This is an optimization exercise on Yosys and OpenROAD, whose aim is small area, a short achievable clock period and few clock cycles, not a production implementation.
Function was checked by simulation only, so behaviour that the tests miss may differ from the original.

## flow/config.mk

```make
export PLATFORM = sky130hd
export DESIGN_NAME = PSE
export DESIGN_NICKNAME = PSE
export VERILOG_FILES = /design/flow/design.v
export SDC_FILE = /design/flow/constraint.sdc
export NUM_CORES = 4
export LEC_CHECK = 0
export CAP_MARGIN = 20
export CORE_MARGIN = 2
export CORE_UTILIZATION = 40
export SETUP_SLACK_MARGIN = 4.0
export SLEW_MARGIN = 20
```

## flow/constraint.sdc

```tcl
create_clock -name core_clock -period 11.0 [get_ports {clk}]
set_input_delay 2.2000 -clock core_clock [delete_from_list [all_inputs] [get_ports {clk}]]
set_output_delay 2.2000 -clock core_clock [all_outputs]
set_load 0.01 [all_outputs]
```

## flow/design.v

```verilog
module cross_calculator(x0, y0, x1, y1, pos);
input  [10:0] x0;
input  [10:0] y0;
input  [10:0] x1;
input  [10:0] y1;
output        pos;
wire pp1 = x0[0] & y1[0];
wire pp2 = x0[0] & y1[1];
wire pp3 = x0[0] & y1[2];
wire pp4 = x0[0] & y1[3];
wire pp5 = x0[0] & y1[4];
wire pp6 = x0[0] & y1[5];
wire pp7 = x0[0] & y1[6];
wire pp8 = x0[0] & y1[7];
wire pp9 = x0[0] & y1[8];
wire pp10 = x0[0] & y1[9];
wire pp11 = ~(x0[0] & y1[10]);
wire pp12 = x0[1] & y1[0];
wire pp13 = x0[1] & y1[1];
wire pp14 = x0[1] & y1[2];
wire pp15 = x0[1] & y1[3];
wire pp16 = x0[1] & y1[4];
wire pp17 = x0[1] & y1[5];
wire pp18 = x0[1] & y1[6];
wire pp19 = x0[1] & y1[7];
wire pp20 = x0[1] & y1[8];
wire pp21 = x0[1] & y1[9];
wire pp22 = ~(x0[1] & y1[10]);
wire pp23 = x0[2] & y1[0];
wire pp24 = x0[2] & y1[1];
wire pp25 = x0[2] & y1[2];
wire pp26 = x0[2] & y1[3];
wire pp27 = x0[2] & y1[4];
wire pp28 = x0[2] & y1[5];
wire pp29 = x0[2] & y1[6];
wire pp30 = x0[2] & y1[7];
wire pp31 = x0[2] & y1[8];
wire pp32 = x0[2] & y1[9];
wire pp33 = ~(x0[2] & y1[10]);
wire pp34 = x0[3] & y1[0];
wire pp35 = x0[3] & y1[1];
wire pp36 = x0[3] & y1[2];
wire pp37 = x0[3] & y1[3];
wire pp38 = x0[3] & y1[4];
wire pp39 = x0[3] & y1[5];
wire pp40 = x0[3] & y1[6];
wire pp41 = x0[3] & y1[7];
wire pp42 = x0[3] & y1[8];
wire pp43 = x0[3] & y1[9];
wire pp44 = ~(x0[3] & y1[10]);
wire pp45 = x0[4] & y1[0];
wire pp46 = x0[4] & y1[1];
wire pp47 = x0[4] & y1[2];
wire pp48 = x0[4] & y1[3];
wire pp49 = x0[4] & y1[4];
wire pp50 = x0[4] & y1[5];
wire pp51 = x0[4] & y1[6];
wire pp52 = x0[4] & y1[7];
wire pp53 = x0[4] & y1[8];
wire pp54 = x0[4] & y1[9];
wire pp55 = ~(x0[4] & y1[10]);
wire pp56 = x0[5] & y1[0];
wire pp57 = x0[5] & y1[1];
wire pp58 = x0[5] & y1[2];
wire pp59 = x0[5] & y1[3];
wire pp60 = x0[5] & y1[4];
wire pp61 = x0[5] & y1[5];
wire pp62 = x0[5] & y1[6];
wire pp63 = x0[5] & y1[7];
wire pp64 = x0[5] & y1[8];
wire pp65 = x0[5] & y1[9];
wire pp66 = ~(x0[5] & y1[10]);
wire pp67 = x0[6] & y1[0];
wire pp68 = x0[6] & y1[1];
wire pp69 = x0[6] & y1[2];
wire pp70 = x0[6] & y1[3];
wire pp71 = x0[6] & y1[4];
wire pp72 = x0[6] & y1[5];
wire pp73 = x0[6] & y1[6];
wire pp74 = x0[6] & y1[7];
wire pp75 = x0[6] & y1[8];
wire pp76 = x0[6] & y1[9];
wire pp77 = ~(x0[6] & y1[10]);
wire pp78 = x0[7] & y1[0];
wire pp79 = x0[7] & y1[1];
wire pp80 = x0[7] & y1[2];
wire pp81 = x0[7] & y1[3];
wire pp82 = x0[7] & y1[4];
wire pp83 = x0[7] & y1[5];
wire pp84 = x0[7] & y1[6];
wire pp85 = x0[7] & y1[7];
wire pp86 = x0[7] & y1[8];
wire pp87 = x0[7] & y1[9];
wire pp88 = ~(x0[7] & y1[10]);
wire pp89 = x0[8] & y1[0];
wire pp90 = x0[8] & y1[1];
wire pp91 = x0[8] & y1[2];
wire pp92 = x0[8] & y1[3];
wire pp93 = x0[8] & y1[4];
wire pp94 = x0[8] & y1[5];
wire pp95 = x0[8] & y1[6];
wire pp96 = x0[8] & y1[7];
wire pp97 = x0[8] & y1[8];
wire pp98 = x0[8] & y1[9];
wire pp99 = ~(x0[8] & y1[10]);
wire pp100 = x0[9] & y1[0];
wire pp101 = x0[9] & y1[1];
wire pp102 = x0[9] & y1[2];
wire pp103 = x0[9] & y1[3];
wire pp104 = x0[9] & y1[4];
wire pp105 = x0[9] & y1[5];
wire pp106 = x0[9] & y1[6];
wire pp107 = x0[9] & y1[7];
wire pp108 = x0[9] & y1[8];
wire pp109 = x0[9] & y1[9];
wire pp110 = ~(x0[9] & y1[10]);
wire pp111 = ~(x0[10] & y1[0]);
wire pp112 = ~(x0[10] & y1[1]);
wire pp113 = ~(x0[10] & y1[2]);
wire pp114 = ~(x0[10] & y1[3]);
wire pp115 = ~(x0[10] & y1[4]);
wire pp116 = ~(x0[10] & y1[5]);
wire pp117 = ~(x0[10] & y1[6]);
wire pp118 = ~(x0[10] & y1[7]);
wire pp119 = ~(x0[10] & y1[8]);
wire pp120 = ~(x0[10] & y1[9]);
wire pp121 = x0[10] & y1[10];
wire pp122 = ~(y0[0] & x1[0]);
wire pp123 = ~(y0[0] & x1[1]);
wire pp124 = ~(y0[0] & x1[2]);
wire pp125 = ~(y0[0] & x1[3]);
wire pp126 = ~(y0[0] & x1[4]);
wire pp127 = ~(y0[0] & x1[5]);
wire pp128 = ~(y0[0] & x1[6]);
wire pp129 = ~(y0[0] & x1[7]);
wire pp130 = ~(y0[0] & x1[8]);
wire pp131 = ~(y0[0] & x1[9]);
wire pp132 = y0[0] & x1[10];
wire pp133 = ~(y0[1] & x1[0]);
wire pp134 = ~(y0[1] & x1[1]);
wire pp135 = ~(y0[1] & x1[2]);
wire pp136 = ~(y0[1] & x1[3]);
wire pp137 = ~(y0[1] & x1[4]);
wire pp138 = ~(y0[1] & x1[5]);
wire pp139 = ~(y0[1] & x1[6]);
wire pp140 = ~(y0[1] & x1[7]);
wire pp141 = ~(y0[1] & x1[8]);
wire pp142 = ~(y0[1] & x1[9]);
wire pp143 = y0[1] & x1[10];
wire pp144 = ~(y0[2] & x1[0]);
wire pp145 = ~(y0[2] & x1[1]);
wire pp146 = ~(y0[2] & x1[2]);
wire pp147 = ~(y0[2] & x1[3]);
wire pp148 = ~(y0[2] & x1[4]);
wire pp149 = ~(y0[2] & x1[5]);
wire pp150 = ~(y0[2] & x1[6]);
wire pp151 = ~(y0[2] & x1[7]);
wire pp152 = ~(y0[2] & x1[8]);
wire pp153 = ~(y0[2] & x1[9]);
wire pp154 = y0[2] & x1[10];
wire pp155 = ~(y0[3] & x1[0]);
wire pp156 = ~(y0[3] & x1[1]);
wire pp157 = ~(y0[3] & x1[2]);
wire pp158 = ~(y0[3] & x1[3]);
wire pp159 = ~(y0[3] & x1[4]);
wire pp160 = ~(y0[3] & x1[5]);
wire pp161 = ~(y0[3] & x1[6]);
wire pp162 = ~(y0[3] & x1[7]);
wire pp163 = ~(y0[3] & x1[8]);
wire pp164 = ~(y0[3] & x1[9]);
wire pp165 = y0[3] & x1[10];
wire pp166 = ~(y0[4] & x1[0]);
wire pp167 = ~(y0[4] & x1[1]);
wire pp168 = ~(y0[4] & x1[2]);
wire pp169 = ~(y0[4] & x1[3]);
wire pp170 = ~(y0[4] & x1[4]);
wire pp171 = ~(y0[4] & x1[5]);
wire pp172 = ~(y0[4] & x1[6]);
wire pp173 = ~(y0[4] & x1[7]);
wire pp174 = ~(y0[4] & x1[8]);
wire pp175 = ~(y0[4] & x1[9]);
wire pp176 = y0[4] & x1[10];
wire pp177 = ~(y0[5] & x1[0]);
wire pp178 = ~(y0[5] & x1[1]);
wire pp179 = ~(y0[5] & x1[2]);
wire pp180 = ~(y0[5] & x1[3]);
wire pp181 = ~(y0[5] & x1[4]);
wire pp182 = ~(y0[5] & x1[5]);
wire pp183 = ~(y0[5] & x1[6]);
wire pp184 = ~(y0[5] & x1[7]);
wire pp185 = ~(y0[5] & x1[8]);
wire pp186 = ~(y0[5] & x1[9]);
wire pp187 = y0[5] & x1[10];
wire pp188 = ~(y0[6] & x1[0]);
wire pp189 = ~(y0[6] & x1[1]);
wire pp190 = ~(y0[6] & x1[2]);
wire pp191 = ~(y0[6] & x1[3]);
wire pp192 = ~(y0[6] & x1[4]);
wire pp193 = ~(y0[6] & x1[5]);
wire pp194 = ~(y0[6] & x1[6]);
wire pp195 = ~(y0[6] & x1[7]);
wire pp196 = ~(y0[6] & x1[8]);
wire pp197 = ~(y0[6] & x1[9]);
wire pp198 = y0[6] & x1[10];
wire pp199 = ~(y0[7] & x1[0]);
wire pp200 = ~(y0[7] & x1[1]);
wire pp201 = ~(y0[7] & x1[2]);
wire pp202 = ~(y0[7] & x1[3]);
wire pp203 = ~(y0[7] & x1[4]);
wire pp204 = ~(y0[7] & x1[5]);
wire pp205 = ~(y0[7] & x1[6]);
wire pp206 = ~(y0[7] & x1[7]);
wire pp207 = ~(y0[7] & x1[8]);
wire pp208 = ~(y0[7] & x1[9]);
wire pp209 = y0[7] & x1[10];
wire pp210 = ~(y0[8] & x1[0]);
wire pp211 = ~(y0[8] & x1[1]);
wire pp212 = ~(y0[8] & x1[2]);
wire pp213 = ~(y0[8] & x1[3]);
wire pp214 = ~(y0[8] & x1[4]);
wire pp215 = ~(y0[8] & x1[5]);
wire pp216 = ~(y0[8] & x1[6]);
wire pp217 = ~(y0[8] & x1[7]);
wire pp218 = ~(y0[8] & x1[8]);
wire pp219 = ~(y0[8] & x1[9]);
wire pp220 = y0[8] & x1[10];
wire pp221 = ~(y0[9] & x1[0]);
wire pp222 = ~(y0[9] & x1[1]);
wire pp223 = ~(y0[9] & x1[2]);
wire pp224 = ~(y0[9] & x1[3]);
wire pp225 = ~(y0[9] & x1[4]);
wire pp226 = ~(y0[9] & x1[5]);
wire pp227 = ~(y0[9] & x1[6]);
wire pp228 = ~(y0[9] & x1[7]);
wire pp229 = ~(y0[9] & x1[8]);
wire pp230 = ~(y0[9] & x1[9]);
wire pp231 = y0[9] & x1[10];
wire pp232 = y0[10] & x1[0];
wire pp233 = y0[10] & x1[1];
wire pp234 = y0[10] & x1[2];
wire pp235 = y0[10] & x1[3];
wire pp236 = y0[10] & x1[4];
wire pp237 = y0[10] & x1[5];
wire pp238 = y0[10] & x1[6];
wire pp239 = y0[10] & x1[7];
wire pp240 = y0[10] & x1[8];
wire pp241 = y0[10] & x1[9];
wire pp242 = ~(y0[10] & x1[10]);
wire s243, c244;
assign {c244, s243} = pp10 + pp20 + pp30;
wire s245, c246;
assign {c246, s245} = pp11 + pp21 + pp31;
wire s247, c248;
assign {c248, s247} = pp41 + pp51 + pp61;
wire s249, c250;
assign {c250, s249} = pp71 + pp81;
wire s251, c252;
assign {c252, s251} = pp22 + pp32 + pp42;
wire s253, c254;
assign {c254, s253} = pp52 + pp62 + pp72;
wire s255, c256;
assign {c256, s255} = pp82 + pp92;
wire s257, c258;
assign {c258, s257} = pp33 + pp43 + pp53;
wire s259, c260;
assign {c260, s259} = pp7 + pp17 + pp27;
wire s261, c262;
assign {c262, s261} = pp8 + pp18 + pp28;
wire s263, c264;
assign {c264, s263} = pp38 + pp48 + pp58;
wire s265, c266;
assign {c266, s265} = pp68 + pp78;
wire s267, c268;
assign {c268, s267} = pp9 + pp19 + pp29;
wire s269, c270;
assign {c270, s269} = pp39 + pp49 + pp59;
wire s271, c272;
assign {c272, s271} = pp69 + pp79 + pp89;
wire s273, c274;
assign {c274, s273} = pp130 + pp140 + pp150;
wire s275, c276;
assign {c276, s275} = pp160 + pp170;
wire s277, c278;
assign {c278, s277} = pp40 + pp50 + pp60;
wire s279, c280;
assign {c280, s279} = pp70 + pp80 + pp90;
wire s281, c282;
assign {c282, s281} = pp100 + pp131 + pp141;
wire s283, c284;
assign {c284, s283} = pp151 + pp161 + pp171;
wire s285, c286;
assign {c286, s285} = pp181 + pp191 + pp201;
wire s287, c288;
assign {c288, s287} = pp211 + pp221;
wire s289, c290;
assign {c290, s289} = pp91 + pp101 + pp111;
wire s291, c292;
assign {c292, s291} = pp132 + pp142 + pp152;
wire s293, c294;
assign {c294, s293} = pp162 + pp172 + pp182;
wire s295, c296;
assign {c296, s295} = pp192 + pp202 + pp212;
wire s297, c298;
assign {c298, s297} = pp222 + pp232 + c244;
wire s299, c300;
assign {c300, s299} = s245 + s247 + s249;
wire s301, c302;
assign {c302, s301} = pp102 + pp112 + pp143;
wire s303, c304;
assign {c304, s303} = pp153 + pp163 + pp173;
wire s305, c306;
assign {c306, s305} = pp183 + pp193 + pp203;
wire s307, c308;
assign {c308, s307} = pp213 + pp223 + pp233;
wire s309, c310;
assign {c310, s309} = c246 + c248 + c250;
wire s311, c312;
assign {c312, s311} = s251 + s253 + s255;
wire s313, c314;
assign {c314, s313} = pp63 + pp73 + pp83;
wire s315, c316;
assign {c316, s315} = pp93 + pp103 + pp113;
wire s317, c318;
assign {c318, s317} = pp154 + pp164 + pp174;
wire s319, c320;
assign {c320, s319} = pp184 + pp194 + pp204;
wire s321, c322;
assign {c322, s321} = pp214 + pp224 + pp234;
wire s323, c324;
assign {c324, s323} = c252 + c254 + c256;
wire s325, c326;
assign {c326, s325} = pp44 + pp54 + pp64;
wire s327, c328;
assign {c328, s327} = pp74 + pp84 + pp94;
wire s329, c330;
assign {c330, s329} = pp104 + pp114 + pp165;
wire s331, c332;
assign {c332, s331} = pp175 + pp185 + pp195;
wire s333, c334;
assign {c334, s333} = pp205 + pp215 + pp225;
wire s335, c336;
assign {c336, s335} = pp55 + pp65 + pp75;
wire s337, c338;
assign {c338, s337} = pp85 + pp95 + pp105;
wire s339, c340;
assign {c340, s339} = pp115 + pp176 + pp186;
wire s341, c342;
assign {c342, s341} = pp66 + pp76 + pp86;
wire s343, c344;
assign {c344, s343} = pp5 + pp15 + pp25;
wire s345, c346;
assign {c346, s345} = pp6 + pp16 + pp26;
wire s347, c348;
assign {c348, s347} = pp36 + pp46 + pp56;
wire s349, c350;
assign {c350, s349} = pp127 + pp137;
wire s351, c352;
assign {c352, s351} = pp37 + pp47 + pp57;
wire s353, c354;
assign {c354, s353} = pp67 + pp128 + pp138;
wire s355, c356;
assign {c356, s355} = pp148 + pp158 + pp168;
wire s357, c358;
assign {c358, s357} = pp178 + pp188;
wire s359, c360;
assign {c360, s359} = pp129 + pp139 + pp149;
wire s361, c362;
assign {c362, s361} = pp159 + pp169 + pp179;
wire s363, c364;
assign {c364, s363} = pp189 + pp199 + c260;
wire s365, c366;
assign {c366, s365} = s261 + s263 + s265;
wire s367, c368;
assign {c368, s367} = pp180 + pp190 + pp200;
wire s369, c370;
assign {c370, s369} = pp210 + c262 + c264;
wire s371, c372;
assign {c372, s371} = c266 + s267 + s269;
wire s373, c374;
assign {c374, s373} = s271 + s273 + s275;
wire s375, c376;
assign {c376, s375} = s243 + c268 + c270;
wire s377, c378;
assign {c378, s377} = c272 + c274 + c276;
wire s379, c380;
assign {c380, s379} = s277 + s279 + s281;
wire s381, c382;
assign {c382, s381} = s283 + s285 + s287;
wire s383, c384;
assign {c384, s383} = c278 + c280 + c282;
wire s385, c386;
assign {c386, s385} = c284 + c286 + c288;
wire s387, c388;
assign {c388, s387} = s289 + s291 + s293;
wire s389, c390;
assign {c390, s389} = s295 + s297 + s299;
wire s391, c392;
assign {c392, s391} = c290 + c292 + c294;
wire s393, c394;
assign {c394, s393} = c296 + c298 + c300;
wire s395, c396;
assign {c396, s395} = s301 + s303 + s305;
wire s397, c398;
assign {c398, s397} = s307 + s309 + s311;
wire s399, c400;
assign {c400, s399} = s257 + c302 + c304;
wire s401, c402;
assign {c402, s401} = c306 + c308 + c310;
wire s403, c404;
assign {c404, s403} = c312 + s313 + s315;
wire s405, c406;
assign {c406, s405} = s317 + s319 + s321;
wire s407, c408;
assign {c408, s407} = pp235 + c258 + c314;
wire s409, c410;
assign {c410, s409} = c316 + c318 + c320;
wire s411, c412;
assign {c412, s411} = c322 + c324 + s325;
wire s413, c414;
assign {c414, s413} = s327 + s329 + s331;
wire s415, c416;
assign {c416, s415} = pp196 + pp206 + pp216;
wire s417, c418;
assign {c418, s417} = pp226 + pp236 + c326;
wire s419, c420;
assign {c420, s419} = c328 + c330 + c332;
wire s421, c422;
assign {c422, s421} = c334 + s335 + s337;
wire s423, c424;
assign {c424, s423} = pp96 + pp106 + pp116;
wire s425, c426;
assign {c426, s425} = pp187 + pp197 + pp207;
wire s427, c428;
assign {c428, s427} = pp217 + pp227 + pp237;
wire s429, c430;
assign {c430, s429} = c336 + c338 + c340;
wire s431, c432;
assign {c432, s431} = pp77 + pp87 + pp97;
wire s433, c434;
assign {c434, s433} = pp107 + pp117 + pp198;
wire s435, c436;
assign {c436, s435} = pp208 + pp218 + pp228;
wire s437, c438;
assign {c438, s437} = pp88 + pp98 + pp108;
wire s439, c440;
assign {c440, s439} = pp3 + pp13;
wire s441, c442;
assign {c442, s441} = pp4 + pp14 + pp24;
wire s443, c444;
assign {c444, s443} = pp34 + pp125 + pp135;
wire s445, c446;
assign {c446, s445} = pp35 + pp45 + pp126;
wire s447, c448;
assign {c448, s447} = pp136 + pp146 + pp156;
wire s449, c450;
assign {c450, s449} = pp166 + s343;
wire s451, c452;
assign {c452, s451} = pp147 + pp157 + pp167;
wire s453, c454;
assign {c454, s453} = pp177 + c344 + s345;
wire s455 = ~(s347 ^ s349);
wire c456 = s347 | s349;
wire s457, c458;
assign {c458, s457} = s259 + c346 + c348;
wire s459, c460;
assign {c460, s459} = c350 + s351 + s353;
wire s461 = ~(s355 ^ s357);
wire c462 = s355 | s357;
wire s463, c464;
assign {c464, s463} = c352 + c354 + c356;
wire s465, c466;
assign {c466, s465} = c358 + s359 + s361;
wire s467 = ~(s363 ^ s365);
wire c468 = s363 | s365;
wire s469, c470;
assign {c470, s469} = c360 + c362 + c364;
wire s471, c472;
assign {c472, s471} = c366 + s367 + s369;
wire s473 = ~(s371 ^ s373);
wire c474 = s371 | s373;
wire s475, c476;
assign {c476, s475} = c368 + c370 + c372;
wire s477, c478;
assign {c478, s477} = c374 + s375 + s377;
wire s479 = ~(s379 ^ s381);
wire c480 = s379 | s381;
wire s481, c482;
assign {c482, s481} = c376 + c378 + c380;
wire s483, c484;
assign {c484, s483} = c382 + s383 + s385;
wire s485 = ~(s387 ^ s389);
wire c486 = s387 | s389;
wire s487, c488;
assign {c488, s487} = c384 + c386 + c388;
wire s489, c490;
assign {c490, s489} = c390 + s391 + s393;
wire s491 = ~(s395 ^ s397);
wire c492 = s395 | s397;
wire s493, c494;
assign {c494, s493} = s323 + c392 + c394;
wire s495, c496;
assign {c496, s495} = c396 + c398 + s399;
wire s497, c498;
assign {c498, s497} = s401 + s403 + s405;
wire s499, c500;
assign {c500, s499} = s333 + c400 + c402;
wire s501, c502;
assign {c502, s501} = c404 + c406 + s407;
wire s503, c504;
assign {c504, s503} = s409 + s411 + s413;
wire s505, c506;
assign {c506, s505} = s339 + c408 + c410;
wire s507, c508;
assign {c508, s507} = c412 + c414 + s415;
wire s509, c510;
assign {c510, s509} = s417 + s419 + s421;
wire s511, c512;
assign {c512, s511} = s341 + c416 + c418;
wire s513, c514;
assign {c514, s513} = c420 + c422 + s423;
wire s515, c516;
assign {c516, s515} = s425 + s427 + s429;
wire s517, c518;
assign {c518, s517} = pp238 + c342 + c424;
wire s519, c520;
assign {c520, s519} = c426 + c428 + c430;
wire s521, c522;
assign {c522, s521} = s431 + s433 + s435;
wire s523, c524;
assign {c524, s523} = pp118 + pp209 + pp219;
wire s525, c526;
assign {c526, s525} = pp229 + pp239 + c432;
wire s527, c528;
assign {c528, s527} = c434 + c436 + s437;
wire s529, c530;
assign {c530, s529} = pp99 + pp109 + pp119;
wire s531, c532;
assign {c532, s531} = pp220 + pp230 + pp240;
wire s533, c534;
assign {c534, s533} = pp2 + pp12;
wire s535, c536;
assign {c536, s535} = pp23 + pp124 + pp134;
wire s537, c538;
assign {c538, s537} = pp144 + s439;
wire s539, c540;
assign {c540, s539} = pp145 + pp155 + c440;
wire s541 = ~(s441 ^ s443);
wire c542 = s441 | s443;
wire s543, c544;
assign {c544, s543} = c442 + c444 + s445;
wire s545 = ~(s447 ^ s449);
wire c546 = s447 | s449;
wire s547, c548;
assign {c548, s547} = c446 + c448 + c450;
wire s549, c550;
assign {c550, s549} = s451 + s453 + s455;
wire s551, c552;
assign {c552, s551} = c452 + c454 + c456;
wire s553, c554;
assign {c554, s553} = s457 + s459 + s461;
wire s555, c556;
assign {c556, s555} = c458 + c460 + c462;
wire s557, c558;
assign {c558, s557} = s463 + s465 + s467;
wire s559, c560;
assign {c560, s559} = c464 + c466 + c468;
wire s561, c562;
assign {c562, s561} = s469 + s471 + s473;
wire s563, c564;
assign {c564, s563} = c470 + c472 + c474;
wire s565, c566;
assign {c566, s565} = s475 + s477 + s479;
wire s567, c568;
assign {c568, s567} = c476 + c478 + c480;
wire s569, c570;
assign {c570, s569} = s481 + s483 + s485;
wire s571, c572;
assign {c572, s571} = c482 + c484 + c486;
wire s573, c574;
assign {c574, s573} = s487 + s489 + s491;
wire s575, c576;
assign {c576, s575} = c488 + c490 + c492;
wire s577, c578;
assign {c578, s577} = s493 + s495 + s497;
wire s579, c580;
assign {c580, s579} = c494 + c496 + c498;
wire s581, c582;
assign {c582, s581} = s499 + s501 + s503;
wire s583, c584;
assign {c584, s583} = c500 + c502 + c504;
wire s585, c586;
assign {c586, s585} = s505 + s507 + s509;
wire s587, c588;
assign {c588, s587} = c506 + c508 + c510;
wire s589, c590;
assign {c590, s589} = s511 + s513 + s515;
wire s591, c592;
assign {c592, s591} = c512 + c514 + c516;
wire s593, c594;
assign {c594, s593} = s517 + s519 + s521;
wire s595, c596;
assign {c596, s595} = c518 + c520 + c522;
wire s597, c598;
assign {c598, s597} = s523 + s525 + s527;
wire s599, c600;
assign {c600, s599} = c438 + c524 + c526;
wire s601, c602;
assign {c602, s601} = c528 + s529 + s531;
wire s603, c604;
assign {c604, s603} = pp110 + pp120 + pp231;
wire s605, c606;
assign {c606, s605} = pp241 + c530 + c532;
wire s607, c608;
assign {c608, s607} = pp123 + pp133;
wire s609, c610;
assign {c610, s609} = c534 + s535 + s537;
wire s611, c612;
assign {c612, s611} = c536 + c538 + s539;
wire s613, c614;
assign {c614, s613} = c540 + c542 + s543;
wire s615, c616;
assign {c616, s615} = c544 + c546 + s547;
wire s617, c618;
assign {c618, s617} = c548 + c550 + s551;
wire s619, c620;
assign {c620, s619} = c552 + c554 + s555;
wire s621, c622;
assign {c622, s621} = c556 + c558 + s559;
wire s623, c624;
assign {c624, s623} = c560 + c562 + s563;
wire s625, c626;
assign {c626, s625} = c564 + c566 + s567;
wire s627, c628;
assign {c628, s627} = c568 + c570 + s571;
wire s629, c630;
assign {c630, s629} = c572 + c574 + s575;
wire s631, c632;
assign {c632, s631} = c576 + c578 + s579;
wire s633, c634;
assign {c634, s633} = c580 + c582 + s583;
wire s635, c636;
assign {c636, s635} = c584 + c586 + s587;
wire s637, c638;
assign {c638, s637} = c588 + c590 + s591;
wire s639, c640;
assign {c640, s639} = c592 + c594 + s595;
wire s641, c642;
assign {c642, s641} = c596 + c598 + s599;
wire s643, c644;
assign {c644, s643} = c600 + c602 + s603;
wire s645, c646;
assign {c646, s645} = pp121 + pp242 + c604;
wire s647, c648;
assign {c648, s647} = pp1 + pp122;
wire s649 = ~(s533 ^ s607);
wire c650 = s533 | s607;
wire s651 = ~(c608 ^ s609);
wire c652 = c608 | s609;
wire s653, c654;
assign {c654, s653} = s541 + c610 + s611;
wire s655, c656;
assign {c656, s655} = s545 + c612 + s613;
wire s657, c658;
assign {c658, s657} = s549 + c614 + s615;
wire s659, c660;
assign {c660, s659} = s553 + c616 + s617;
wire s661, c662;
assign {c662, s661} = s557 + c618 + s619;
wire s663, c664;
assign {c664, s663} = s561 + c620 + s621;
wire s665, c666;
assign {c666, s665} = s565 + c622 + s623;
wire s667, c668;
assign {c668, s667} = s569 + c624 + s625;
wire s669, c670;
assign {c670, s669} = s573 + c626 + s627;
wire s671, c672;
assign {c672, s671} = s577 + c628 + s629;
wire s673, c674;
assign {c674, s673} = s581 + c630 + s631;
wire s675, c676;
assign {c676, s675} = s585 + c632 + s633;
wire s677, c678;
assign {c678, s677} = s589 + c634 + s635;
wire s679, c680;
assign {c680, s679} = s593 + c636 + s637;
wire s681, c682;
assign {c682, s681} = s597 + c638 + s639;
wire s683, c684;
assign {c684, s683} = s601 + c640 + s641;
wire s685, c686;
assign {c686, s685} = s605 + c642 + s643;
wire s687, c688;
assign {c688, s687} = c606 + c644 + s645;
wire [21:0] ra = {c646, c686, c684, c682, c680, c678, c676, c674, c672, c670, c668, c666, c664, c662, c660, c658, c656, c654, c652, c650, c648, s647};
wire [21:0] rb = {c688, s687, s685, s683, s681, s679, s677, s675, s673, s671, s669, s667, s665, s663, s661, s659, s657, s655, s653, s651, s649, 1'b1};
wire [21:0] sum = ra + rb;
assign pos = ~sum[21];
endmodule
module PSE ( clk,
			reset,
			Xin,
			Yin,
			point_num,
			valid,
			Xout,
			Yout);
input        clk;
input        reset;
input [9:0]  Xin;
input [9:0]  Yin;
input [2:0]  point_num;
output       valid;
output [9:0] Xout;
output [9:0] Yout;
reg  [3:0] cyc;
reg  [2:0] n;
reg  [9:0] p0x, p0y;
reg  [10:0] sx1, sy1, sx2, sy2, sx3, sy3, sx4, sy4, sx5, sy5;
reg  [3:0] xs;          
reg  [3:0] ys;          
reg  [4:0] osel;        
reg        vld;
reg        c12, c13, c23, b5first;
reg        mg;          
reg  [1:0] ia;          
reg  [1:0] ib;          
wire c;   
wire [10:0] ax = ({11{xs[0]}} & sx1) | ({11{xs[1]}} & sx2) | ({11{xs[2]}} & sx3) | ({11{xs[3]}} & sx4);
wire [10:0] ay = ({11{xs[0]}} & sy1) | ({11{xs[1]}} & sy2) | ({11{xs[2]}} & sy3) | ({11{xs[3]}} & sy4);
wire [10:0] bx = ({11{ys[0]}} & sx2) | ({11{ys[1]}} & sx3) | ({11{ys[2]}} & sx4) | ({11{ys[3]}} & sx5);
wire [10:0] by = ({11{ys[0]}} & sy2) | ({11{ys[1]}} & sy3) | ({11{ys[2]}} & sy4) | ({11{ys[3]}} & sy5);
cross_calculator CC(.x0(ax), .y0(ay), .x1(bx), .y1(by), .pos(c));
wire big = n[2] & (n[1] | n[0]);           
wire [3:0] start = big ? {1'b0, n} + 4'd1 : {1'b0, n};    
wire [3:0] stop  = start + {1'b0, n} - 4'd1;              
wire pre  = (cyc == start - 4'd1);         
function [3:0] headA;    
	input [1:0] k;
	input x12, x13, x23;
	input [2:0] nn;
	reg [1:0] r1, r2, r3;
	begin
		if (nn == 3'd3) begin
			r1 = 2'd0; r2 = 2'd3; r3 = 2'd3;
		end else if (nn == 3'd4) begin
			r1 = {1'b0, x12}; r2 = {1'b0, ~x12}; r3 = 2'd3;
		end else begin
			r1 = {1'b0, x12} + {1'b0, x13};
			r2 = {1'b0, ~x12} + {1'b0, x23};
			r3 = {1'b0, ~x13} + {1'b0, ~x23};
		end
		headA = {1'b0, r3 == k, r2 == k, r1 == k};
	end
endfunction
function [3:0] headB;
	input       k;
	input       b5;
	input [2:0] nn;
	begin
		case (nn)
			3'd3: headB = 4'b0001;
			3'd4: headB = 4'b0010;
			3'd5: headB = 4'b0100;
			default: headB = (k ^ b5) ? 4'b1000 : 4'b0100;
		endcase
	end
endfunction
wire [4:0] xslot = {1'b0, xs};
wire [4:0] yslot = {ys, 1'b0};
reg [3:0] xs_n [0:1];
reg [3:0] ys_n [0:1];
reg [4:0] osel_n [0:1];
reg       vld_n [0:1];
reg       mg_n [0:1];
reg [1:0] ia_n [0:1];
reg [1:0] ib_n [0:1];
reg       c12_n [0:1], c13_n [0:1], c23_n [0:1], b5_n [0:1];
reg [1:0] sizeA;
reg [1:0] sizeB;
reg       aLeft, bLeft;
reg       takeB;
integer v;
always @(*) begin
	sizeA = big ? 2'd3 : (n == 3'd4 ? 2'd2 : 2'd1);
	sizeB = (n == 3'd6) ? 2'd2 : 2'd1;
	aLeft = (ia < sizeA);
	bLeft = (ib < sizeB);
	for (v = 0; v < 2; v = v + 1) begin
		c12_n[v] = (cyc == 4'd3) ? v[0] : c12;
		c13_n[v] = (cyc == 4'd4) ? v[0] : c13;
		c23_n[v] = (cyc == 4'd5) ? v[0] : c23;
		b5_n[v]  = (cyc == 4'd6) ? v[0] : b5first;
		xs_n[v] = 4'b0000;
		ys_n[v] = 4'b0000;
		osel_n[v] = 5'b00000;
		vld_n[v] = 1'b0;
		mg_n[v] = 1'b0;
		ia_n[v] = 2'd0;
		ib_n[v] = 2'd0;
		takeB = bLeft & (~aLeft | v[0]);
		if (mg) begin
			vld_n[v] = 1'b1;
			osel_n[v] = takeB ? yslot : xslot;
			ia_n[v] = takeB ? ia : ia + 2'd1;
			ib_n[v] = takeB ? ib + 2'd1 : ib;
			mg_n[v] = (cyc != stop - 4'd1);
			xs_n[v] = headA(ia_n[v], c12, c13, c23, n);
			ys_n[v] = headB(ib_n[v][0], b5first, n);
		end else if (pre) begin
			vld_n[v] = 1'b1;
			mg_n[v] = 1'b1;
			xs_n[v] = headA(2'd0, c12_n[v], c13_n[v], c23_n[v], n);
			ys_n[v] = headB(1'b0, b5_n[v], n);
		end else begin
			case (cyc)
				4'd2: begin xs_n[v] = 4'b0001; ys_n[v] = 4'b0001; end   
				4'd3: begin xs_n[v] = 4'b0001; ys_n[v] = 4'b0010; end   
				4'd4: begin xs_n[v] = 4'b0010; ys_n[v] = 4'b0010; end   
				4'd5: begin xs_n[v] = 4'b1000; ys_n[v] = 4'b1000; end   
				default: ;
			endcase
		end
	end
end
always @(posedge clk or posedge reset) begin
	if (reset) begin
		cyc <= 4'd0;
		vld <= 1'b0;
		mg  <= 1'b0;
	end else begin
		cyc <= (cyc == stop) ? 4'd0 : cyc + 4'd1;
		vld <= (cyc != 4'd0) & (c ? vld_n[1] : vld_n[0]);
		mg  <= (cyc != 4'd0) & (c ? mg_n[1] : mg_n[0]);
	end
end
always @(posedge clk) begin
	if (cyc == 4'd0) begin
		p0x <= Xin;
		p0y <= Yin;
		n   <= point_num;
	end
	if (cyc == 4'd1) begin sx1 <= {1'b0, Xin} - {1'b0, p0x}; sy1 <= {1'b0, Yin} - {1'b0, p0y}; end
	if (cyc == 4'd2) begin sx2 <= {1'b0, Xin} - {1'b0, p0x}; sy2 <= {1'b0, Yin} - {1'b0, p0y}; end
	if (cyc == 4'd3) begin sx3 <= {1'b0, Xin} - {1'b0, p0x}; sy3 <= {1'b0, Yin} - {1'b0, p0y}; end
	if (cyc == 4'd4) begin sx4 <= {1'b0, Xin} - {1'b0, p0x}; sy4 <= {1'b0, Yin} - {1'b0, p0y}; end
	if (cyc == 4'd5) begin sx5 <= {1'b0, Xin} - {1'b0, p0x}; sy5 <= {1'b0, Yin} - {1'b0, p0y}; end
	xs    <= c ? xs_n[1] : xs_n[0];
	ys    <= c ? ys_n[1] : ys_n[0];
	osel  <= c ? osel_n[1] : osel_n[0];
	ia    <= c ? ia_n[1] : ia_n[0];
	ib    <= c ? ib_n[1] : ib_n[0];
	c12 <= c12_n[c];
	c13 <= c13_n[c];
	c23 <= c23_n[c];
	b5first <= b5_n[c];
end
wire [9:0] ovx = ({10{osel[0]}} & sx1[9:0]) | ({10{osel[1]}} & sx2[9:0]) | ({10{osel[2]}} & sx3[9:0])
               | ({10{osel[3]}} & sx4[9:0]) | ({10{osel[4]}} & sx5[9:0]);
wire [9:0] ovy = ({10{osel[0]}} & sy1[9:0]) | ({10{osel[1]}} & sy2[9:0]) | ({10{osel[2]}} & sy3[9:0])
               | ({10{osel[3]}} & sy4[9:0]) | ({10{osel[4]}} & sy5[9:0]);
assign valid = vld;
assign Xout = ovx + p0x;
assign Yout = ovy + p0y;
endmodule
```

## flow/run.sh

```bash
#!/bin/bash
# synth_recipe.tcl (not shown) runs the flow's synth.tcl, then flattens the netlist and writes it again
# the make line also repeats each setting of config.mk as NAME=value (left out here)
make -C /OpenROAD-flow-scripts/flow DESIGN_CONFIG=/design/flow/config.mk WORK_HOME=/design/flow/orfs CLKGATE_MAP_FILE= SYNTH_SCRIPT=/design/flow/synth_recipe.tcl finish
```

==> summary.md, run 1 <==
| Metric | Value |
|---|---|
| Slew at the pin closest to its max-slew limit | approximately 860 ps |
| Share of flip-flops with an asynchronous set or reset after synthesis | 0.03750 |
| Kind of path behind the tightest hold check | reg -> reg |
| DR pass1 iterations | 6 |
| Reg2reg start | sy2[9] |
| Sequential-to-total area share from yosys stat | 0.2949 |
| Post-place setup slack | around 3100 ps |
| CTS tree | yes |
| Post-route insts no fill | 2105 |
| Global placement routability congestion | around 0.91 |
| Count of flip-flops with a built-in enable after synthesis | 138 |
| IO buf count | between 40 and 50 |
| Library cell contributing the largest single delay on the critical path | sky130_fd_sc_hd__fa_1 |
| Cts bufs inserted | 17 |
| Path depth of the worst reg2reg path | 25 |
| RSZ-0062 raised after global routing | false |
| Start-to-end type of the worst setup path | reg -> reg |
| Critical Path Sink Type | register |
| Post-placement cell count | 2052 |
| Max-slew headroom at the worst pin | 0.4197 |
| Final period util | 0.6162 |
| Iteration-0 DRC count of the detailed router | ~1200 |
| Total via count in the routed design | around 12000 |
| Post-Layout Inst Area | approximately 18000 um^2 |
| Number of diodes added for antenna fixing | 0 |
| Clock insertion delay at the later pin of the skew report | approximately 440 ps |
| Max-cap check violation count | 0 |
| Initial antenna violation count | 0 |
| Most used flip-flop cell after synthesis | sky130_fd_sc_hd__edfxtp_1 |
| Share of synthesized area spent on multiplexers | 0.007117 |
| Category of cells accounting for the largest share of critical-path delay | adder cells |
| Arithmetic-cell share of the synthesized area counting full adders, half adders and majority gates | 0.3466 |
| Core outline area | 38650 um^2 |
| FF+latch count, synth | 160 |
| Detailed placer's ending HPWL | roughly 33000 um |
| Clock-pin slew reported for the worst setup and hold paths after clock tree synthesis | around 70 ps |
| Synthesized netlist net count | 1851 |
| Depth of the worst hold-timing path | 1 |
| Root buffer selected by CTS | sky130_fd_sc_hd__clkbuf_16 |
| Final-stage net count | roughly 1900 |
| Fraction of layout cells with a size suffix above 1 | 0.09641 |
| Setup violators final | 0 |
| Instance count of the mapped netlist | between 1500 and 2000 |
| Worst Skew | about 8.6 ps |
| Critical path's most frequent cell | sky130_fd_sc_hd__fa_1 |
| Average wire length per cell after detail routing | around 21 um |
| Via count of the first global-routing pass | approximately 12000 |
| Post-synthesis xor/xnor area fraction | 0.03359 |
| Horizontal die dimension | 201.8 um |
| Global-route usage over all layers | 0.2146 |
| Area grow syn2layout | 13.59% |
| Slowest Stage Delay on Critical Path | around 540 ps |
| Aggregate routed wire length | roughly 43000 um |
| Final setup slack of the worst path | 4222 ps |
| Final-layout fill cell count | 3566 |
| Data required time at the worst endpoint | approximately 11000 ps |
| Commonest non-fill, non-tap cell in the layout | sky130_fd_sc_hd__fa_1 |
| Die outline height | approximately 200 um |
| Final total negative setup slack | 0 ps |
| Residual antenna-violating net count after detailed routing | 0 |
| Number of buffers and inverters on the critical path | 7 |
| Number of distinct library cell variants in the gate-level netlist after synthesis | 68 |
| Worst Hold Launch | xs[0] |
| Capture endpoint of the worst hold path | osel[0] |
| Maximum number of pins on one net before global-route repair | 28 |
| R2R setup slack | around 4200 ps |
| Total Die Area | just over 40000 um^2 |
| Remaining design rule violation count | 0 |
| Leftover overflow at the end of global routing | 0 |
| Number of sinks on the clock net | 160 |
| Capturing point of the worst reg2reg path | osel[2] |
| Level count of the clock H-tree | 4 |
| # hold bufs at CTS | 0 |
| Maximum fanout along the worst path | 8 |
| Number of hold-slack violations in the final timing report | 0 |
| Register area | around 4600 um^2 |
| Synthesized-area fraction occupied by ao, oa, aoi and oai cells | 0.1259 |
| Commonest cells after routing, fill and taps aside | sky130_fd_sc_hd__fa_1, sky130_fd_sc_hd__inv_1, sky130_fd_sc_hd__nor2_1, sky130_fd_sc_hd__nand2_1, sky130_fd_sc_hd__edfxtp_1 |
| Initial cell density of the core | 0.4048 |
| Combinational family with the most area after synthesis | adder cells |
| Instance area at placement | approximately 17000 um^2 |
| Top Ports | 46 |
| Simple-gate area share of the yosys netlist | 0.1280 |
| Global-route wire length before repair | around 67000 um |
| Via density per instance | around 5.5 |
| Number of cell rows | 72 |
| Final min period | around 6800 ps |
| Clock Path Buffers | 2 |
| Crit path arrival time | 7090 ps |
| CP startpoint kind | register |
| Result of the run | finished clean |
| Combined area of all synthesized cells | between 15000 and 20000 um^2 |
| Mean Syn Cell Area | 10.33 um^2 |
| Multi-input combinational cell area | slightly above 10000 um^2 |
| Warnings, synthesis | 12 |
| Maximum achievable frequency | ~0.15 GHz |
| Fin. max-slew vios | 0 |
[synth_stat cells, types with 4 or more instances]
cell                         n  share of area
sky130_fd_sc_hd__ha_1      107          0.086
sky130_fd_sc_hd__a221oi_1   24          0.013
sky130_fd_sc_hd__o311a_1     4         0.0026
sky130_fd_sc_hd__inv_1     200          0.048
sky130_fd_sc_hd__a222oi_1   20          0.013
sky130_fd_sc_hd__a22oi_1    65          0.031
sky130_fd_sc_hd__clkbuf_1   55          0.013
sky130_fd_sc_hd__dfxtp_1    16          0.020
sky130_fd_sc_hd__nand3b_1    4         0.0019
sky130_fd_sc_hd__o211ai_1    4         0.0019
sky130_fd_sc_hd__or2_2      21         0.0084
sky130_fd_sc_hd__o21ai_1     4         0.0013
sky130_fd_sc_hd__a21oi_1    46          0.015
sky130_fd_sc_hd__nor3b_1     4         0.0019
sky130_fd_sc_hd__buf_2       4         0.0013
sky130_fd_sc_hd__and2_0      5         0.0020
sky130_fd_sc_hd__nor2b_1     6         0.0024
sky130_fd_sc_hd__and2_1     16         0.0064
sky130_fd_sc_hd__o21ai_0    24         0.0077
sky130_fd_sc_hd__edfxtp_1  138           0.26
sky130_fd_sc_hd__a211oi_1    4         0.0019
sky130_fd_sc_hd__fa_1      204           0.26
sky130_fd_sc_hd__a22o_1     23          0.013
sky130_fd_sc_hd__xor2_1     16         0.0090
sky130_fd_sc_hd__nand3_1     9         0.0029
sky130_fd_sc_hd__o21a_1      5         0.0024
sky130_fd_sc_hd__dfrtp_1     6         0.0096
sky130_fd_sc_hd__xnor2_1    44          0.025
sky130_fd_sc_hd__mux2i_1    10         0.0064
sky130_fd_sc_hd__or3_1       4         0.0016
sky130_fd_sc_hd__nand2b_1   23         0.0092
sky130_fd_sc_hd__nor2_1    172          0.041
sky130_fd_sc_hd__nor3_1     11         0.0035
sky130_fd_sc_hd__nand2_1   146          0.035
sky130_fd_sc_hd__a21o_1     21          0.010
sky130_fd_sc_hd__o22ai_1     4         0.0016
[logic make-up (layout without fill, tap and decap cells)]
group           after synthesis  count (layout)
compound gates              269             269
xor+xnor                     60              61
fa+ha+maj                   311             311
buf+inv                     263             334
flops                       160             160
mux                          11              11
simple gates                441             441
[timing repair]
action                                  4_1_cts  5_1_grt
pin swaps                                     3       10
gates resized for setup                      22       24
buffers inserted                              5       13
gates cloned                                  1        1
endpoints found under the setup margin       19       15
[sequential cells by signal (all words and copies together) (netlist names), named ones only]
name	count
osel	5
sy5	11
p0x	10
mg	1
sy3	11
sx5	11
ys	4
n	3
vld	1
xs	4
cyc	4
sy2	11
ia	2
p0y	10
sy4	11
sx3	11
sy1	11
sx4	11
sx1	11
ib	2
sx2	11
[worst max-delay path by stage]
| stage | endpoint | start | cells past startpoint |
|---|---|---|---|
| 2_1_floorplan | ib[1] | ys[1] | 22 |
| 3_3_place_gp | ib[1] | ys[1] | 19 |
| 3_5_place_dp | ib[1] | ys[2] | 20 |
| 4_1_cts | xs[2] | sy3[8] | 22 |
| 5_1_grt | osel[2] | sy2[9] | 25 |
| 6_report | osel[2] | sy2[9] | 25 |
[layer usage]
metal | global-route usage | up-vias | wire (um)
met3 | 0.03176 | 57 | 2966
li1 | - | 5285 | -
met2 | 0.3532 | 475 | 20470
met5 | 0 | - | 0
met4 | 0.07169 | 0 | 1128
met1 | 0.2920 | 5849 | 18600
[per-stage QoR]
stage,util,hold WS (ps)
6_report,0.4599,553.7
5_1_grt,0.4599,559.7
4_1_cts,0.4540,593.7
3_5_place_dp,0.4345,615.2
3_3_place_gp,0.4343,609.4
2_1_floorplan,-,549.5
[final cells by class]
| cell class | count | area share |
|---|---|---|
| multi-input combinational | 1093 | 0.5735 |
| timing repair buffer | 102 | 0.05259 |
| tap | 518 | 0.03647 |
| clock inverter | 15 | 0.01056 |
| inverter | 200 | 0.04224 |
| sequential | 160 | 0.2607 |
| clock buffer | 17 | 0.02394 |
Testbench counts, summed over its fixed seeds: cycles 22,671.
==> inputs of run 2 (changes only) <==
==> flow/flow/run.sh (new file) <==
#!/bin/bash
# Standard layout, with plain buffers on the ports instead of delay buffers.
cp standard.sh standard_copy.log 2>/dev/null
export BUFFER_PORTS_ARGS="-buffer_cell sky130_fd_sc_hd__buf_2"
bash standard.sh > standard.log 2>&1
==> flow/standard.sh (new file) <==
#!/bin/bash
# synth_recipe.tcl (not shown) runs the flow's synth.tcl, then flattens the netlist and writes it again
# the make line also repeats each setting of config.mk as NAME=value (left out here)
make -C /OpenROAD-flow-scripts/flow DESIGN_CONFIG=/design/flow/config.mk WORK_HOME=/design/flow/orfs CLKGATE_MAP_FILE= SYNTH_SCRIPT=/design/flow/synth_recipe.tcl "${@:-finish}"
removed: flow/run.sh
==> run 2 against run 1 <==
  * Routed wire length shrank 0.59%
  * Highest routed layer unchanged
  * Synthesized cell count is the same
  * Via count shrank 0.81%
  * Sequential share of layout area grew 0.55 points
==> summary.md, run 2 <==
| Metric | Value |
|---|---|
| Result of the run | finished clean |
| Number of distinct library cell variants in the gate-level netlist after synthesis | 68 (unchanged) |
| Average wire length per cell after detail routing | 20.47 um (-0.16%) |
| Number of diodes added for antenna fixing | 0 (unchanged) |
| Die outline height | 201.8 um (unchanged) |
| Fin. max-slew vios | 0 (unchanged) |
| Slew at the pin closest to its max-slew limit | 968.8 ps (+109.3 ps) |
| Instance count of the mapped netlist | 1515 (unchanged) |
| Final total negative setup slack | 0 ps (unchanged) |
| Leading cell types by count after synthesis | sky130_fd_sc_hd__fa_1, sky130_fd_sc_hd__inv_1, sky130_fd_sc_hd__nor2_1, sky130_fd_sc_hd__nand2_1, sky130_fd_sc_hd__edfxtp_1 |
| Global-route usage over all layers | 0.2168 (+0.002163) |
| Root buffer selected by CTS | sky130_fd_sc_hd__clkbuf_16 |
| # hold bufs at CTS | 0 (unchanged) |
| Post-place setup slack | 3481 ps (+407.5 ps) |
| Leftover overflow at the end of global routing | 0 (unchanged) |
| Commonest cells after routing, fill and taps aside | sky130_fd_sc_hd__fa_1, sky130_fd_sc_hd__inv_1, sky130_fd_sc_hd__nor2_1, sky130_fd_sc_hd__nand2_1, sky130_fd_sc_hd__edfxtp_1 |
| Warnings, synthesis | 12 (unchanged) |
| Start-to-end type of the worst setup path | reg -> reg |
| Worst-case hold slack | 621.6 ps (+67.87 ps) |
| Count of flip-flops with a built-in enable after synthesis | 138 (unchanged) |
| Maximum achievable frequency | 0.1489 GHz (+0.96%) |
| Level count of the clock H-tree | 4 (unchanged) |
| Clock Path Buffers | 2 (unchanged) |
| Category of cells accounting for the largest share of critical-path delay | adder cells |
| Maximum number of pins on one net before global-route repair | 28 (unchanged) |
| Final setup slack of the worst path | 4286 ps (+64.30 ps) |
| Number of sinks on the clock net | 160 (unchanged) |
| Sequential-to-total area share from yosys stat | 0.2949 (unchanged) |
| RSZ-0062 raised after global routing | true |
| Final-stage net count | 1901 (-0.47%) |
| Number of buffers and inverters on the critical path | 6 (-1) |
| CP startpoint kind | register |
| Final period util | 0.6103 (-0.005845) |
| Horizontal die dimension | 201.8 um (unchanged) |
| Max-cap check violation count | 0 (unchanged) |
| Via count of the first global-routing pass | 12030 (+0.85%) |
| Total Die Area | 40710 um^2 (unchanged) |
| Slowest Stage Delay on Critical Path | 550 ps (about the same) |
| Share of flip-flops with an asynchronous set or reset after synthesis | 0.03750 (unchanged) |
| Cts bufs inserted | 17 (unchanged) |
| Critical-path cell list | a22o_1 -> a221oi_2 -> buf_4 -> nor2_1 -> fa_1 -> inv_1 -> fa_1 -> inv_1 -> fa_1 -> inv_1 -> fa_1 -> fa_2 -> fa_1 -> fa_1 -> inv_1 -> ha_1 -> and4_1 -> nand4_1 -> a2111o_1 -> nand4_1 -> xnor2_4 -> buf_4 -> mux2i_1 -> o22ai_1 |
| Residual antenna-violating net count after detailed routing | 0 (unchanged) |
| Commonest non-fill, non-tap cell in the layout | sky130_fd_sc_hd__fa_1 |
| Kind of path behind the tightest hold check | reg -> reg |
| Detailed placer's ending HPWL | 32960 um (about the same) |
| Synthesized netlist net count | 1851 (unchanged) |
| Library cell contributing the largest single delay on the critical path | sky130_fd_sc_hd__fa_1 |
| CTS tree | yes |
| Synth area leaders | sky130_fd_sc_hd__edfxtp_1, sky130_fd_sc_hd__fa_1, sky130_fd_sc_hd__ha_1 |
| Total via count in the routed design | 11570 (-0.81%) |
| Via density per instance | 5.521 (-0.39%) |
| Aggregate routed wire length | 42910 um (-0.59%) |
| Global placement routability congestion | 0.9172 (+0.45%) |
| Mean Syn Cell Area | 10.33 um^2 (unchanged) |
| Most frequent cell after synthesis | sky130_fd_sc_hd__fa_1 |
| DR pass1 iterations | 8 (+2) |
| Fraction of layout cells with a size suffix above 1 | 0.1179 (+0.02146) |
| Core outline area | 38650 um^2 (unchanged) |
| IO buf count | 45 (unchanged) |
| Combined area of all synthesized cells | 15650 um^2 (unchanged) |
| FF+latch count, synth | 160 (unchanged) |
| Most used flip-flop cell after synthesis | sky130_fd_sc_hd__edfxtp_1 |
| Data required time at the worst endpoint | 11300 ps (about the same) |
| Global-route wire length before repair | 67840 um (+1.5%) |
| Number of cell rows | 72 (unchanged) |
| Critical Path Sink Type | register |
| Initial cell density of the core | 0.4048 (unchanged) |
| Iteration-0 DRC count of the detailed router | 953 (-21%) |
| Critical path's most frequent cell | sky130_fd_sc_hd__fa_1 |
| Maximum fanout along the worst path | 23 (+15) |
| Number of hold-slack violations in the final timing report | 0 (unchanged) |
| Max-slew headroom at the worst pin | 0.3450 (-0.07470) |
| Final min period | 6714 ps (-64.30 ps) |
| Fraction of synthesized cell area taken by the top area cell type | 0.2649 (unchanged) |
| Setup violators final | 0 (unchanged) |
| Worst Skew | 9.562 ps (+1.005 ps) |
| Top Ports | 46 (unchanged) |
| Clock insertion delay at the later pin of the skew report | 430 ps (about the same) |
| Initial antenna violation count | 0 (unchanged) |
| Crit path arrival time | 7010 ps (-80 ps) |
| Clock-pin slew reported for the worst setup and hold paths after clock tree synthesis | 60 ps (about the same) |
| Remaining design rule violation count | 0 (unchanged) |
| Cell taking the most area after synthesis | sky130_fd_sc_hd__edfxtp_1 |
| Area grow syn2layout | 11.15% |
[run 2: routing by layer]
layer | share of wire | vias to the layer above | track usage
met5 | 0 | - | 0
met4 | 0.030 | 0 | 0.08403
met3 | 0.073 | 69 | 0.04289
met2 | 0.47 | 474 | 0.3457
met1 | 0.43 | 5769 | 0.2928
li1 | - | 5259 | -
[run 2: area by class of cell]
| cell class | instances | area (um^2) |
|---|---|---|
| multi-input combinational | 1092 | 10170 |
| inverter | 200 | 750.7 |
| sequential | 160 | 4629 |
| timing repair buffer | 94 | 618.1 |
| clock buffer | 19 | 432.9 |
| fill | 3633 | 21260 |
| clock inverter | 13 | 137.6 |
| tap | 518 | 648.1 |
[run 2: worst paths after layout]
path / startpoint / to / slack (ps) / depth (start not counted)
setup / recovery: ys[1] / ys[3] / 4290 / 24
hold / removal: cyc[0] / cyc[0] / 620 / 1
setup reg to reg: ys[1] / ys[3] / 4290 / 24
hold reg to reg: cyc[0] / cyc[0] / 620 / 1
max in group asynchronous: reset / cyc[1] / 9130 / 2
min in group asynchronous: reset / vld / 1680 / 2
[run 2: logic make-up after synthesis]
family | after synthesis | share of synthesized area
and+or+nand+nor | 441 | 0.1280
adders and majority gates | 311 | 0.3466
AOI/OAI and AO/OA | 269 | 0.1259
buffers and inverters | 263 | 0.06389
DFF | 160 | 0.2949
xor gates and xnor gates | 60 | 0.03359
muxes | 11 | 0.007117
[run 2: worst reg2reg max path, delay by kind of cell (launching register included)]
family | cells | cell delay [ps]
AND/OR/NAND/NOR | 4 | 650
flip-flops | 1 | 440
adder cells (fa/ha/maj) | 8 | 3620
XOR/XNOR | 1 | 200
buffers and inverters | 6 | 590
multiplexers | 1 | 180
AO/OA/AOI/OAI | 4 | 910
[run 2: stage by stage]
| stage | instance area, um^2 | cells | utilization |
|---|---|---|---|
| 2_1_floorplan | 15650 | 1515 | - |
| 3_3_place_gp | 16560 | 2051 | 0.4285 |
| 3_5_place_dp | 16570 | 2052 | 0.4288 |
| 4_1_cts | 17310 | 2095 | 0.4480 |
| 5_1_grt | 17390 | 2096 | 0.4500 |
| 6_report | 17390 | 2096 | 0.4500 |
[run 2: repair_timing]
action,4_1_cts,5_1_grt
pin swaps,3,6
resized for setup,24,18
endpoints found under the setup margin,19,18
buffers inserted,11,1
==> inputs of run 3 (changes only) <==
==> flow/flow/run.sh (replaced) <==
#!/bin/bash
# The standard layout (the standard.sh), with plain buffers on the ports
# instead of delay buffers. The tools' output goes to standard.log here and to
# the ORFS logs under orfs/logs/.
export BUFFER_PORTS_ARGS="-buffer_cell sky130_fd_sc_hd__buf_2"
bash standard.sh > standard.log 2>&1
==> run 3 against run 2 <==
  * Critical path depth unchanged
  * Count of clock-buffer cells in the layout did not move
  * Largest cell class unchanged
  * Global-route usage stayed put
  * Routed wire length stayed put
  * Synthesized cell count is the same
  * Sequential cell count is the same
  * Synthesized area unchanged
  * Still clean on timing, DRC and antenna
  * Register-to-register slack is essentially flat
  * Via count unchanged
  * Clock skew stayed put
==> summary.md, run 3 <==
| Metric | Value |
|---|---|
| Critical Path Sink Type | register |
| Post-Layout Inst Area | 17390 um^2 (unchanged) |
| Data required time at the worst endpoint | 11300 ps (about the same) |
| Detailed placer's ending HPWL | 32960 um (unchanged) |
| Path depth of the worst reg2reg path | 24 (unchanged) |
| Leading cell types by count after synthesis | sky130_fd_sc_hd__fa_1, sky130_fd_sc_hd__inv_1, sky130_fd_sc_hd__nor2_1, sky130_fd_sc_hd__nand2_1, sky130_fd_sc_hd__edfxtp_1 |
| Worst Hold Launch | cyc[0] |
| Number of distinct library cell variants in the gate-level netlist after synthesis | 68 (unchanged) |
| Average wire length per cell after detail routing | 20.47 um (unchanged) |
| CTS tree | yes |
| Remaining design rule violation count | 0 (unchanged) |
| Share of flip-flops with an asynchronous set or reset after synthesis | 0.03750 (unchanged) |
| DR pass1 iterations | 8 (unchanged) |
| Clock Path Buffers | 2 (unchanged) |
| Start-to-end type of the worst setup path | reg -> reg |
| Maximum number of pins on one net before global-route repair | 28 (unchanged) |
| Warnings, synthesis | 12 (unchanged) |
| Initial antenna violation count | 0 (unchanged) |
| Number of sinks on the clock net | 160 (unchanged) |
| Total via count in the routed design | 11570 (unchanged) |
| Area grow syn2layout | 11.15% (unchanged) |
| Fraction of layout cells with a size suffix above 1 | 0.1179 (unchanged) |
| Aggregate routed wire length | 42910 um (unchanged) |
| Library cell contributing the largest single delay on the critical path | sky130_fd_sc_hd__fa_1 |
| Commonest non-fill, non-tap cell in the layout | sky130_fd_sc_hd__fa_1 |
| Share of the core filled with cells in the final layout | 0.4500 (unchanged) |
| Final total negative setup slack | 0 ps (unchanged) |
| Combined area of all synthesized cells | 15650 um^2 (unchanged) |
| Leftover overflow at the end of global routing | 0 (unchanged) |
| Final-stage net count | 1901 (unchanged) |
| Global placement routability congestion | 0.9172 (unchanged) |
| Final-layout fill cell count | 3633 (unchanged) |
| Max-cap check violation count | 0 (unchanged) |
| Cts bufs inserted | 17 (unchanged) |
| Number of diodes added for antenna fixing | 0 (unchanged) |
| RSZ-0062 raised after global routing | true |
| Total Die Area | 40710 um^2 (unchanged) |
| Worst-case hold slack | 621.6 ps (unchanged) |
| Number of cell rows | 72 (unchanged) |
| Top Ports | 46 (unchanged) |
| Depth of the worst hold-timing path | 1 (unchanged) |
| Sequential-to-total area share from yosys stat | 0.2949 (unchanged) |
| Capturing point of the worst reg2reg path | ys[3] |
| Core outline area | 38650 um^2 (unchanged) |
| Synthesized netlist net count | 1851 (unchanged) |
| Worst Skew | 9.562 ps (unchanged) |
| Instance area at placement | 16570 um^2 (unchanged) |
| R2R setup slack | 4290 ps (about the same) |
| Max-slew headroom at the worst pin | 0.3450 (unchanged) |
| Critical-path cell list | a22o_1 -> a221oi_2 -> buf_4 -> nor2_1 -> fa_1 -> inv_1 -> fa_1 -> inv_1 -> fa_1 -> inv_1 -> fa_1 -> fa_2 -> fa_1 -> fa_1 -> inv_1 -> ha_1 -> and4_1 -> nand4_1 -> a2111o_1 -> nand4_1 -> xnor2_4 -> buf_4 -> mux2i_1 -> o22ai_1 |
| Via count of the first global-routing pass | 12030 (unchanged) |
| Count of flip-flops with a built-in enable after synthesis | 138 (unchanged) |
| Capture endpoint of the worst hold path | cyc[0] |
| Via density per instance | 5.521 (unchanged) |
| Maximum fanout along the worst path | 23 (unchanged) |
| Mean Syn Cell Area | 10.33 um^2 (unchanged) |
| # hold bufs at CTS | 0 (unchanged) |
| Fin. max-slew vios | 0 (unchanged) |
| Die outline height | 201.8 um (unchanged) |
| Clock-pin slew reported for the worst setup and hold paths after clock tree synthesis | 60 ps (about the same) |
| Final min period | 6714 ps (unchanged) |
| FF+latch count, synth | 160 (unchanged) |
| Instance count of the mapped netlist | 1515 (unchanged) |
| CP startpoint kind | register |
| Initial cell density of the core | 0.4048 (unchanged) |
| Level count of the clock H-tree | 4 (unchanged) |
| Result of the run | finished clean |
| Horizontal die dimension | 201.8 um (unchanged) |
| Final period util | 0.6103 (unchanged) |
| Most frequent cell after synthesis | sky130_fd_sc_hd__fa_1 |
| Clock insertion delay at the later pin of the skew report | 430 ps (about the same) |
| Residual antenna-violating net count after detailed routing | 0 (unchanged) |
| Iteration-0 DRC count of the detailed router | 953 (unchanged) |
| Kind of path behind the tightest hold check | reg -> reg |
| Critical path's most frequent cell | sky130_fd_sc_hd__fa_1 |
| IO buf count | 45 (unchanged) |
| Reg2reg start | ys[1] |
| Root buffer selected by CTS | sky130_fd_sc_hd__clkbuf_16 |
| Slew at the pin closest to its max-slew limit | 968.8 ps (unchanged) |
| Crit path arrival time | 7010 ps (about the same) |
| Global-route usage over all layers | 0.2168 (unchanged) |
| Cell taking the most area after synthesis | sky130_fd_sc_hd__edfxtp_1 |
| Setup violators final | 0 (unchanged) |
| Slowest Stage Delay on Critical Path | 550 ps (about the same) |
| Maximum achievable frequency | 0.1489 GHz (unchanged) |
| Global-route wire length before repair | 67840 um (unchanged) |
| Fraction of synthesized cell area taken by the top area cell type | 0.2649 (unchanged) |
| Number of hold-slack violations in the final timing report | 0 (unchanged) |
| Synth area leaders | sky130_fd_sc_hd__edfxtp_1, sky130_fd_sc_hd__fa_1, sky130_fd_sc_hd__ha_1 |
| Most used flip-flop cell after synthesis | sky130_fd_sc_hd__edfxtp_1 |
| Commonest cells after routing, fill and taps aside | sky130_fd_sc_hd__fa_1, sky130_fd_sc_hd__inv_1, sky130_fd_sc_hd__nor2_1, sky130_fd_sc_hd__nand2_1, sky130_fd_sc_hd__edfxtp_1 |
==> run 3: final cells by class <==
cell class / instances / area, um^2 / area share
repair buffers: 94 / 618.1 / 0.03554
flip-flops and latches: 160 / 4629 / 0.2662
multi-input cells: 1092 / 10170 / 0.5850
clock buffers: 19 / 432.9 / 0.02489
clock inverters: 13 / 137.6 / 0.007914
inverters: 200 / 750.7 / 0.04317
well taps: 518 / 648.1 / 0.03727
==> run 3: kinds of logic (layout without fill, tap and decap cells) <==
group,Yosys count,after routing,share of synthesized area
mux,11,11,0.007117
simple gates,441,441,0.1280
flops,160,160,0.2949
compound gates,269,269,0.1259
buf+inv,263,326,0.06389
xor+xnor,60,60,0.03359
fa+ha+maj,311,311,0.3466
==> run 3: repair_timing <==
action,4_1_cts,5_1_grt
gates resized for setup,24,18
endpoints found under the setup margin,19,18
pin swaps,3,6
buffers inserted,11,1
==> run 3: worst max path at each step <==
stage,end,startpoint,slack (ps)
final,ys[3],ys[1],4290
after global routing,xs[2],ys[1],3990
after CTS,xs[1],sy2[9],4010
after detailed placement,osel[2],ys[2],3480
after global placement,ib[1],ys[1],3190
after floorplan,ib[1],ys[1],4060
==> run 3: worst max-delay path, delay by kind of cell (launching register included) <==
kind                       cells  cell delay (ps)
adders and majority gates      8             3620
AOI/OAI and AO/OA              4              900
and+or+nand+nor                4              650
buffers and inverters          6              590
DFF                            1              440
xor gates and xnor gates       1              200
muxes                          1              170
==> run 3: through the flow <==
stage,std cells,setup slack [ps]
2_1_floorplan,1515,4059
3_3_place_gp,2051,3189
3_5_place_dp,2052,3481
4_1_cts,2095,4013
5_1_grt,2096,3986
6_report,2096,4286
==> run 3: per-layer routing <==
| layer | global-route usage | part of all wire |
|---|---|---|
| met5 | 0 | 0 |
| met4 | 0.08403 | 0.030 |
| met3 | 0.04289 | 0.073 |
| met2 | 0.3457 | 0.47 |
| met1 | 0.2928 | 0.43 |

[port drivers added, routing unchanged]
No port has a modelled driver above. Below, the same layouts with a new extraction and two added sets of constraints. Step 1: set_driving_cell puts a clkbuf_16 on clk and a buf_2 on each other input, an assumption about the parent block. Step 2 times the ports against the registers' clock, not the clock port: input delays grow and output delays shrink by t, the midpoint of the rising clock arrivals with the driver on. Slacks: ideal / step 1 / step 2; pairs: ideal / step 1.
| run | shift t [ns] | slack for setup (ns) | worst slew at a driven data input, ns |
|---|---|---|---|
| run 1 | 0.479 | 4.222 / 4.222 / 4.222 | 0.04 |
| run 2 | 0.475 | 4.286 / 4.286 / 4.286 | 0.03 |
| run 3 | 0.475 | 4.286 / 4.286 / 4.286 | 0.03 |
After both steps every run listed still meets setup and hold.
